What follows belongs to an exercise in optimizing a design on an open flow for small area and a short achievable clock period; a production flow would make more cautious choices.

before:
==> module arith_eg3_mod, before the edit <==
module arith_eg3_mod(
    input clk,
    input rst,
    input int a,
    input int b,
    input [1:0] sel,
    output int r
);
    localparam int K1 = 7;
    localparam int K2 = 29;
    localparam int RIPPLE_MAX = 4;    
    logic        mul0, mul1, mul2;       
    logic        div0, div1, div2;       
    logic        inv0, inv1, inv2;       
    logic        nq0,  nq1,  nq2;        
    logic [31:0] ns0,  ns1,  ns2;        
    logic [31:0] y0,   y1,   y2;         
    logic [31:0] xr1,  xr2;              
    logic [31:0] qr1,  qr2;              
    wire  [2:0]        m_mul = {mul2, mul1, mul0};
    wire  [2:0]        m_div = {div2, div1, div0};
    wire  [2:0]        m_inv = {inv2, inv1, inv0};
    wire  [2:0][31:0]  nsrc  = {ns2, ns1, ns0};
    wire  [2:0][31:0]  y     = {y2, y1, y0};
    wire  [2:0][31:0]  xreg  = {xr2, xr1, 32'd0};
    wire  [31:0][31:0] xo;       
    wire  [31:0] qc;               
    wire        s_div = (sel == 2'd3);
    wire        s_mul = (sel == 2'd2);
    wire        s_inv = sel[0];
    wire [31:0] a_abs = a[31] ? -a : a;
    wire [31:0] b_abs = b[31] ? -b : b;
    assign mul0 = s_mul;
    assign div0 = s_div;
    assign inv0 = s_inv;
    assign nq0  = s_div & (a[31] ^ b[31]) & (b != 32'd0);
    assign ns0  = s_div ? a_abs : a;
    assign y0   = (s_div ? b_abs : b) ^ {32{s_inv}};
    for (genvar k = 0; k < 32; k++) begin : row
        localparam int S = (k < K1) ? 0 : (k < K2) ? 1 : 2;
        wire         nb = ~m_mul[S] & nsrc[S][31-k];
        wire [k:0]   xin;
        if (k == 0)                  assign xin = nb;
        else if (k == K1 || k == K2) assign xin = {xreg[S][k-1:0], nb};
        else                         assign xin = {xo[k-1][k-1:0], nb};
        wire [k:0]   s;
        wire         co;
        alu_row #(.W(k+1), .FAST(k >= RIPPLE_MAX)) add (.x(xin), .y(y[S][k:0]), .ci(m_inv[S]), .s(s), .co(co));
        wire hz;
        if (k == 31) assign hz = 1'b1;
        else         assign hz = &y[S][31:k+1];
        wire keep = m_mul[S] ? nsrc[S][31-k] : m_div[S] ? (co & hz) : (k == 31);
        assign qc[31-k] = keep;
        assign xo[k] = {{(31-k){1'b0}}, keep ? s : xin};
    end
    logic sd, sx;    
    always_ff @(posedge clk) begin
        mul1 <= mul0;
        div1 <= div0;
        inv1 <= inv0;
        nq1  <= nq0;
        ns1  <= ns0;
        y1   <= y0;
        xr1  <= xo[K1-1];
        qr1  <= qc;
        mul2 <= mul1;
        div2 <= div1;
        inv2 <= inv1;
        nq2  <= nq1;
        ns2  <= ns1;
        y2   <= y1;
        xr2  <= xo[K2-1];
        qr2  <= {qr1[31:32-K1], qc[31-K1:0]};
        if (rst) begin
            sd <= 1'b0;
            sx <= 1'b0;
        end else begin
            sd <= div1;
            sx <= ~div1;
        end
    end
    wire [31:0] q = {qr2[31:32-K2], qc[31-K2:0]};
    wire [31:0] qf = nq2 ? -q : q;
    assign r = ({32{sd}} & qf) | ({32{sx}} & xo[31]);
endmodule
==> module alu_row, before the edit <==
module alu_row #(parameter int W = 8, parameter bit FAST = 1) (
    input  [W-1:0] x,
    input  [W-1:0] y,
    input          ci,
    output [W-1:0] s,
    output         co
);
    wire [W-1:0] p = x ^ y;
    wire [W:0]   c;
    assign c[0] = ci;
    if (!FAST || W < 3) begin : ripple
        for (genvar j = 0; j < W; j++) begin : bit_
            assign c[j+1] = p[j] ? c[j] : x[j];
        end
    end else begin : prefix
        localparam int L = (W > 16) ? 5 : (W > 8) ? 4 : (W > 4) ? 3 : (W > 2) ? 2 : 1;
        wire [W-1:0] g [0:L];
        wire [W-1:0] q [0:L];
        assign g[0][0] = p[0] ? ci : x[0];
        assign q[0][0] = 1'b0;
        for (genvar j = 1; j < W; j++) begin : gp
            assign g[0][j] = x[j];
            assign q[0][j] = p[j];
        end
        for (genvar l = 0; l < L; l++) begin : lev
            for (genvar j = 0; j < W; j++) begin : node
                if ((j >> l) & 1) begin : comb
                    localparam int J = ((j >> (l + 1)) << (l + 1)) + (1 << l) - 1;
                    assign g[l+1][j] = q[l][j] ? g[l][J] : g[l][j];
                    assign q[l+1][j] = q[l][j] & q[l][J];
                end else begin : pass
                    assign g[l+1][j] = g[l][j];
                    assign q[l+1][j] = q[l][j];
                end
            end
        end
        for (genvar j = 0; j < W; j++) begin : carry
            assign c[j+1] = g[L][j];
        end
    end
    assign s  = p ^ c[W-1:0];
    assign co = c[W];
endmodule
Settings: LEC_CHECK=0, ABC_AREA=1, CAP_MARGIN=20, CORE_MARGIN=2, CORE_UTILIZATION=40, SLEW_MARGIN=72; clock period 75.0 ns.
run.sh (not shown) runs the stock make flow with config.mk's settings and CLKGATE_MAP_FILE= SYNTH_SCRIPT=/design/flow/synth_recipe.tcl, a recipe that flattens the netlist after the stock synthesis.
Here is what was changed in the inputs of after compared with before.
==> flow/design.v <==
module arith_eg3_mod(
    input clk,
    input rst,
    input int a,
    input int b,
    input [1:0] sel,
    output int r
);
    localparam int K1 = 12;
    localparam int K2 = 25;
    localparam int RIPPLE_MAX = 4;    
    logic        mul0, mul1, mul2;       
    logic        div0, div1, div2;       
    logic        inv0, inv1, inv2;       
    logic        nq0,  nq1,  nq2;        
    logic [31:0] ns0,  ns1,  ns2;        
    logic [31:0] y0,   y1,   y2;         
    logic [31:0] xr1,  xr2;              
    logic [31:0] qr1,  qr2;              
    wire  [2:0]        m_mul = {mul2, mul1, mul0};
    wire  [2:0]        m_div = {div2, div1, div0};
    wire  [2:0]        m_inv = {inv2, inv1, inv0};
    wire  [2:0][31:0]  nsrc  = {ns2, ns1, ns0};
    wire  [2:0][31:0]  y     = {y2, y1, y0};
    wire  [2:0][31:0]  xreg  = {xr2, xr1, 32'd0};
    wire  [31:0][31:0] xo;       
    wire  [31:0] qc;               
    wire        s_div = (sel == 2'd3);
    wire        s_mul = (sel == 2'd2);
    wire        s_inv = sel[0];
    wire [31:0] a_abs = a[31] ? -a : a;
    wire [31:0] b_abs = b[31] ? -b : b;
    assign mul0 = s_mul;
    assign div0 = s_div;
    assign inv0 = s_inv;
    assign nq0  = s_div & (a[31] ^ b[31]) & (b != 32'd0);
    assign ns0  = s_div ? a_abs : a;
    assign y0   = (s_div ? b_abs : b) ^ {32{s_inv}};
    for (genvar k = 0; k < 32; k++) begin : row
        localparam int S = (k < K1) ? 0 : (k < K2) ? 1 : 2;
        wire         nb = ~m_mul[S] & nsrc[S][31-k];
        wire [k:0]   xin;
        if (k == 0)                  assign xin = nb;
        else if (k == K1 || k == K2) assign xin = {xreg[S][k-1:0], nb};
        else                         assign xin = {xo[k-1][k-1:0], nb};
        wire [k:0]   s;
        wire         co;
        alu_row #(.W(k+1), .FAST(k >= RIPPLE_MAX)) add (.x(xin), .y(y[S][k:0]), .ci(m_inv[S]), .s(s), .co(co));
        wire hz;
        if (k == 31)     assign hz = 1'b1;
        else if (S == 0) assign hz = b[31] ? (&b[31:k+1] & |b[k:0]) : ~|b[31:k+1];
        else             assign hz = &y[S][31:k+1];
        wire keep = m_mul[S] ? nsrc[S][31-k] : m_div[S] ? (co & hz) : (k == 31);
        assign qc[31-k] = keep;
        assign xo[k] = {{(31-k){1'b0}}, keep ? s : xin};
    end
    logic sd, sx;    
    always_ff @(posedge clk) begin
        mul1 <= mul0;
        div1 <= div0;
        inv1 <= inv0;
        nq1  <= nq0;
        ns1  <= ns0;
        y1   <= y0;
        xr1  <= xo[K1-1];
        qr1  <= qc;
        mul2 <= mul1;
        div2 <= div1;
        inv2 <= inv1;
        nq2  <= nq1;
        ns2  <= ns1;
        y2   <= y1;
        xr2  <= xo[K2-1];
        qr2  <= {qr1[31:32-K1], qc[31-K1:0]};
        if (rst) begin
            sd <= 1'b0;
            sx <= 1'b0;
        end else begin
            sd <= div1;
            sx <= ~div1;
        end
    end
    wire [31:0] q = {qr2[31:32-K2], qc[31-K2:0]};
    wire [31:0] qf = nq2 ? -q : q;
    assign r = ({32{sd}} & qf) | ({32{sx}} & xo[31]);
endmodule
module alu_row #(parameter int W = 8, parameter bit FAST = 1) (
    input  [W-1:0] x,
    input  [W-1:0] y,
    input          ci,
    output [W-1:0] s,
    output         co
);
    wire [W-1:0] p = x ^ y;
    wire [W:0]   c;
    assign c[0] = ci;
    if (!FAST || W < 3) begin : ripple
        for (genvar j = 0; j < W; j++) begin : bit_
            assign c[j+1] = (x[j] & y[j]) | (c[j] & p[j]);
        end
    end else begin : prefix
        localparam int L = (W > 16) ? 5 : (W > 8) ? 4 : (W > 4) ? 3 : (W > 2) ? 2 : 1;
        wire [W-1:0] g [0:L];
        wire [W-1:0] q [0:L];
        assign g[0][0] = (x[0] & y[0]) | (ci & p[0]);
        assign q[0][0] = 1'b0;
        for (genvar j = 1; j < W; j++) begin : gp
            assign g[0][j] = x[j] & y[j];
            assign q[0][j] = p[j];
        end
        for (genvar l = 0; l < L; l++) begin : lev
            for (genvar j = 0; j < W; j++) begin : node
                if ((j >> l) & 1) begin : comb
                    localparam int J = ((j >> (l + 1)) << (l + 1)) + (1 << l) - 1;
                    assign g[l+1][j] = g[l][j] | (q[l][j] & g[l][J]);
                    assign q[l+1][j] = q[l][j] & q[l][J];
                end else begin : pass
                    assign g[l+1][j] = g[l][j];
                    assign q[l+1][j] = q[l][j];
                end
            end
        end
        for (genvar j = 0; j < W; j++) begin : carry
            assign c[j+1] = g[L][j];
        end
    end
    assign s  = p ^ c[W-1:0];
    assign co = c[W];
endmodule
## What came out
Re worst setup slack after layout: before and after aren't equal, and the lower value belongs to after. before has lower post-synthesis average cell area than after. after against before: flip-flop and latch count went up by about 0.6%; core utilization now larger; final critical delay including setup and external delays went up by 1.10 ns.
Function was not checked in any run of this note: the RTL went through the layout flow alone.

port drivers added, routing unchanged:
Ports are ideal in the flow. The routed layouts listed here were re-timed in OpenROAD. Step 1: set_driving_cell puts a clkbuf_16 on clk and a buf_2 on each other input, an assumption about the parent block. Step 2 also shifts input and output timing later by t, the mid clock arrival at the registers, as if the neighbouring blocks saw the same clock. a / b / c = ideal ports / drivers / drivers and shift; a / b = the first two.
run | shift t [ns] | slack for setup (ns) | hold slack, ns | cell pins on the clock port's net
before | 0.542 | 39.003 / 39.003 / 39.003 | 0.326 / 0.326 / 0.326 | 1
after | 0.510 | 37.907 / 37.849 / 37.528 | 0.332 / 0.332 / 0.332 | 1
After both steps every run listed still meets setup and hold. For after, which loses most, drivers alone change the setup slack by -0.058 ns; drivers and shift together by -0.379 ns.
